Context: an optimization exercise on an open-source flow, tuned for small area. The choices shown serve that exercise and are no tape-out recipe.
Function was checked by simulation only, so behaviour that the tests miss may differ from the original.
No activity file was given, so power comes from the tool's default toggle rates.

Setup of old:
==> flow/design.v <==
`default_nettype none
module fp_add (
    input  var logic        clk,
    input  var logic        rst,
    input  var logic        valid_i,
    input  var logic [31:0] num_a_i,
    input  var logic [31:0] num_b_i,
    output var logic [31:0] num_o,
    output var logic        valid_o
);
function automatic logic [24:0] add24(input logic [23:0] a, input logic [23:0] b, input logic ci);
    logic [23:0] g, p, gg, pp;
    logic [24:0] c;
    g  = a & b;
    p  = a ^ b;
    gg = g;
    pp = p;
    gg[0] = g[0] | (p[0] & ci);
    for (int d = 1; d < 24; d = d * 2)
        for (int i = 2 * d - 1; i < 24; i = i + 2 * d) begin
            gg[i] = gg[i] | (pp[i] & gg[i-d]);
            pp[i] = pp[i] & pp[i-d];
        end
    for (int d = 8; d >= 1; d = d / 2)
        for (int i = 3 * d - 1; i < 24; i = i + 2 * d) begin
            gg[i] = gg[i] | (pp[i] & gg[i-d]);
            pp[i] = pp[i] & pp[i-d];
        end
    c[0] = ci;
    for (int i = 0; i < 24; i++)
        c[i+1] = gg[i];
    add24 = { c[24], p ^ c[23:0] };
endfunction
function automatic logic [23:0] or_below(input logic [23:0] v);
    logic [23:0] o;
    o = v;
    for (int d = 1; d < 24; d = d * 2)
        for (int i = 2 * d - 1; i < 24; i = i + 2 * d)
            o[i] = o[i] | o[i-d];
    for (int d = 8; d >= 1; d = d / 2)
        for (int i = 3 * d - 1; i < 24; i = i + 2 * d)
            o[i] = o[i] | o[i-d];
    or_below = { o[22:0], 1'b0 };
endfunction
logic        sa, sb;
logic [7:0]  ea, eb, xa, xb;
logic        za, zb;
logic        a_big;        
logic [8:0]  dab;
logic [7:0]  dba, d;
logic        sat;
logic [23:0] ma, mb, my, my_sh;
always_comb begin
    sa = num_a_i[31];
    sb = num_b_i[31];
    ea = num_a_i[30:23];
    eb = num_b_i[30:23];
    za = ea == '0;
    zb = eb == '0;
    xa = { ea[7:1], ea[0] | za };
    xb = { eb[7:1], eb[0] | zb };
    ma = { ~za, num_a_i[22:0] };
    mb = { ~zb, num_b_i[22:0] };
    a_big = { xa, sb } > { xb, 1'b0 };
    dab = { 1'b0, xa } - { 1'b0, xb };
    dba = xb - xa;
    d   = dab[8] ? dba : dab[7:0];
    sat = (d[7:5] != '0) || (d[4:3] == 2'b11);
    my    = a_big ? mb : ma;
    my_sh = sat ? '0 : my >> d[4:0];
end
logic        valid_p1;
logic        sx_p1;
logic        sub_p1;
logic [7:0]  h_p1;
logic [23:0] mx_p1;
logic [23:0] my_p1;
always_ff @(posedge clk) begin
    sx_p1  <= a_big ? sa : sb;
    sub_p1 <= sa ^ sb;
    h_p1   <= a_big ? xa : xb;
    mx_p1  <= a_big ? ma : mb;
    my_p1  <= my_sh;
end
always_ff @(posedge clk)
    if (rst)
        valid_p1 <= '0;
    else
        valid_p1 <= valid_i;
logic [24:0] sum;
logic        neg;          
logic [23:0] below;        
logic [23:0] r;
logic        cout;
logic        top;          
always_comb begin
    sum  = add24(mx_p1, my_p1 ^ {24{sub_p1}}, sub_p1);
    neg  = sub_p1 & ~sum[24];
    cout = sum[24] & ~sub_p1;
    top  = cout & (h_p1 == 8'd254);
    below = or_below(mx_p1 ^ my_p1);
    r = sum[23:0] ^ (below & {24{neg}});
end
logic [23:0] r_p2;
logic        c_p2;
logic        s_p2;
logic [7:0]  h1_p2;        
always_ff @(posedge clk) begin
    r_p2  <= r | {24{top}};
    c_p2  <= cout & ~top;
    s_p2  <= sx_p1 ^ neg;
    h1_p2 <= h_p1 + 8'd1;
end
always_ff @(posedge clk)
    if (rst)
        valid_o <= '0;
    else
        valid_o <= valid_p1;
logic [24:0] w, w_n;
logic [4:0]  lz;
logic        zero;
logic [7:0]  e_o;
always_comb begin
    w = { c_p2, r_p2 };
    lz = '0;
    for (int i = 0; i < 25; i++)
        if (w[i])
            lz = 5'(24 - i);
    zero = w == '0;
    w_n  = w << lz;
    e_o  = zero ? 8'd0 : h1_p2 - 8'(lz);
    num_o = { s_p2, e_o, w_n[23:1] };
end
endmodule
`resetall
==> flow/config.mk <==
export PLATFORM = sky130hd
export DESIGN_NAME = fp_add
export DESIGN_NICKNAME = fp_add
export VERILOG_FILES = /design/flow/design.v
export SDC_FILE = /design/flow/constraint.sdc
export NUM_CORES = 4
export LEC_CHECK = 0
export ABC_AREA = 1
export CAP_MARGIN = 20
export CORE_MARGIN = 2
export CORE_UTILIZATION = 40
export CTS_BUF_LIST = sky130_fd_sc_hd__clkbuf_8
export SLEW_MARGIN = 20
==> flow/constraint.sdc <==
create_clock -name core_clock -period 4.7 [get_ports {clk}]
set_input_delay 0.9400 -clock core_clock [delete_from_list [all_inputs] [get_ports {clk}]]
set_output_delay 0.9400 -clock core_clock [all_outputs]
set_load 0.01 [all_outputs]
standard.sh (not shown) runs the stock make flow with config.mk's settings and CLKGATE_MAP_FILE= SYNTH_SCRIPT=/design/flow/synth_recipe.tcl, a recipe that flattens the netlist after the stock synthesis.
==> flow/flow/run.sh <==
#!/bin/bash
# Layout flow: the standard synthesis, then the combinational logic is
# re-mapped by ABC with an area-recovering script (flip-flops are kept as
# blackboxes, so every register keeps its name and cell), then the standard
# ORFS layout with plain buf_1 cells as the port buffers.
set -euo pipefail
here=$(pwd)
res=$here/orfs/results/$FLOW_PLATFORM/fp_add/base
log=$here/orfs/logs/$FLOW_PLATFORM/fp_add/base
lib=$FLOW_HOME/platforms/$FLOW_PLATFORM/lib/sky130_fd_sc_hd__tt_025C_1v80.lib

bash standard.sh synth > standard_synth.log 2>&1

# the same don't-use list the standard synthesis gave abc
dont_use=$(grep -o -- '-dont_use [A-Za-z0-9_]*' $log/1_2_yosys.log | sort -u | tr '\n' ' ')
cp $res/1_2_yosys.v $here/standard_1_2_yosys.v
cat > $here/remap.ys <<EOT
read_liberty -ignore_miss_func $lib
read_verilog $here/standard_1_2_yosys.v
hierarchy -top $FLOW_TOP
blackbox sky130_fd_sc_hd__df* sky130_fd_sc_hd__dl* sky130_fd_sc_hd__sdf* sky130_fd_sc_hd__edf*
flatten
opt_clean
techmap
opt -fast
abc -script $here/flow/remap.abc -liberty $lib $dont_use
opt_clean -purge
stat -liberty $lib
write_verilog -noattr -noexpr -nohex -nodec $res/1_2_yosys.v
EOT
yosys -l $here/remap.log -q $here/remap.ys > /dev/null 2>&1
rm -f $res/1_synth.odb $res/1_synth.sdc

export BUFFER_PORTS_ARGS="-buffer_cell sky130_fd_sc_hd__buf_1"
bash standard.sh > standard_finish.log 2>&1
==> flow/flow/remap.abc <==
&get -n
&st
&dch -f
&nf -p {D}
&put
buffer -c
topo
upsize -c
dnsize -c
Here is what was changed in the inputs of new compared with old.
diff --git a/flow/design.v b/flow/design.v
--- a/flow/design.v
+++ b/flow/design.v
@@ -5,13 +5,14 @@
     input  var logic        valid_i,
     input  var logic [31:0] num_a_i,
     input  var logic [31:0] num_b_i,
     output var logic [31:0] num_o,
     output var logic        valid_o
 );
-function automatic logic [24:0] add24(input logic [23:0] a, input logic [23:0] b, input logic ci);
+function automatic logic [24:0] add24(input logic [23:0] a, input logic [23:0] b, input logic ci,
+                                      output logic [23:0] pa);
     logic [23:0] g, p, gg, pp;
     logic [24:0] c;
     g  = a & b;
     p  = a ^ b;
     gg = g;
     pp = p;
@@ -26,24 +27,14 @@
             gg[i] = gg[i] | (pp[i] & gg[i-d]);
             pp[i] = pp[i] & pp[i-d];
         end
     c[0] = ci;
     for (int i = 0; i < 24; i++)
         c[i+1] = gg[i];
+    pa = pp;
     add24 = { c[24], p ^ c[23:0] };
-endfunction
-function automatic logic [23:0] or_below(input logic [23:0] v);
-    logic [23:0] o;
-    o = v;
-    for (int d = 1; d < 24; d = d * 2)
-        for (int i = 2 * d - 1; i < 24; i = i + 2 * d)
-            o[i] = o[i] | o[i-d];
-    for (int d = 8; d >= 1; d = d / 2)
-        for (int i = 3 * d - 1; i < 24; i = i + 2 * d)
-            o[i] = o[i] | o[i-d];
-    or_below = { o[22:0], 1'b0 };
 endfunction
 logic        sa, sb;
 logic [7:0]  ea, eb, xa, xb;
 logic        za, zb;
 logic        a_big;        
 logic [8:0]  dab;
@@ -62,15 +53,20 @@
     ma = { ~za, num_a_i[22:0] };
     mb = { ~zb, num_b_i[22:0] };
     a_big = { xa, sb } > { xb, 1'b0 };
     dab = { 1'b0, xa } - { 1'b0, xb };
     dba = xb - xa;
     d   = dab[8] ? dba : dab[7:0];
-    sat = (d[7:5] != '0) || (d[4:3] == 2'b11);
+    sat = d[7:5] != '0;    
     my    = a_big ? mb : ma;
-    my_sh = sat ? '0 : my >> d[4:0];
+    my_sh = my;
+    if (d[0]) my_sh = { 1'b0, my_sh[23:1] };
+    if (d[1]) my_sh = { 2'b0, my_sh[23:2] };
+    if (d[2]) my_sh = { 4'b0, my_sh[23:4] };
+    if (d[3]) my_sh = { 8'b0, my_sh[23:8] };
+    if (d[4] | sat) my_sh = { 16'b0, my_sh[23:16] & {8{~sat}} };
 end
 logic        valid_p1;
 logic        sx_p1;
 logic        sub_p1;
 logic [7:0]  h_p1;
 logic [23:0] mx_p1;
@@ -86,22 +82,23 @@
     if (rst)
         valid_p1 <= '0;
     else
         valid_p1 <= valid_i;
 logic [24:0] sum;
 logic        neg;          
+logic [23:0] pa;           
 logic [23:0] below;        
 logic [23:0] r;
 logic        cout;
 logic        top;          
 always_comb begin
-    sum  = add24(mx_p1, my_p1 ^ {24{sub_p1}}, sub_p1);
+    sum  = add24(mx_p1, my_p1 ^ {24{sub_p1}}, sub_p1, pa);
     neg  = sub_p1 & ~sum[24];
     cout = sum[24] & ~sub_p1;
     top  = cout & (h_p1 == 8'd254);
-    below = or_below(mx_p1 ^ my_p1);
+    below = ~{ pa[22:0], 1'b1 };
     r = sum[23:0] ^ (below & {24{neg}});
 end
 logic [23:0] r_p2;
 logic        c_p2;
 logic        s_p2;
 logic [7:0]  h1_p2;        
@@ -124,12 +121,17 @@
     w = { c_p2, r_p2 };
     lz = '0;
     for (int i = 0; i < 25; i++)
         if (w[i])
             lz = 5'(24 - i);
     zero = w == '0;
-    w_n  = w << lz;
+    w_n  = w;
+    if (lz[4]) w_n = { w_n[8:0], 16'b0 };
+    if (lz[3]) w_n = { w_n[16:0], 8'b0 };
+    if (lz[2]) w_n = { w_n[20:0], 4'b0 };
+    if (lz[1]) w_n = { w_n[22:0], 2'b0 };
+    if (lz[0]) w_n = { w_n[23:0], 1'b0 };
     e_o  = zero ? 8'd0 : h1_p2 - 8'(lz);
     num_o = { s_p2, e_o, w_n[23:1] };
 end
 endmodule
 `resetall
Results
[new] share of power burned in the clock network rose 0.3 points relative to old
The lower synthesized cell count of old and new is in old.
new ended with every stage complete and zero timing, DRC or antenna violations.
new vs. old: fmax has increased, proportion of cell area occupied by multi-input gates has decreased.
Compared with old, in new total chip power went down about 8%, clock network power went down about 6%.

==> what the ideal ports hide <==
How much do the figures lean on ideal ports? The routed layouts below were timed once more, with nothing changed but the port constraints.
Step 1 assumes that a clkbuf_16 drives the clock port and a buf_2 every other input.
Step 2 moves the port delays by t, midway between the first and last clock arrival at a register: inputs arrive t later, outputs are due t later. That takes back most of the time a late clock gives input paths.
a / b / c = ideal ports / drivers / drivers and shift; a / b = the first two.
run	shift t [ns]	setup WS [ns]	latest minus earliest clock arrival (ns)	slew at the worst register clock pin (ns)
old	0.402	0.260 / 0.224 / 0.154	0.017 / 0.017	0.10 / 0.10
new	0.399	0.290 / 0.255 / 0.191	0.015 / 0.015	0.10 / 0.10
After both steps setup and hold are still met in every run listed. The setup slack of old, which loses most, moves by -0.036 ns with the drivers and by -0.106 ns with both steps.
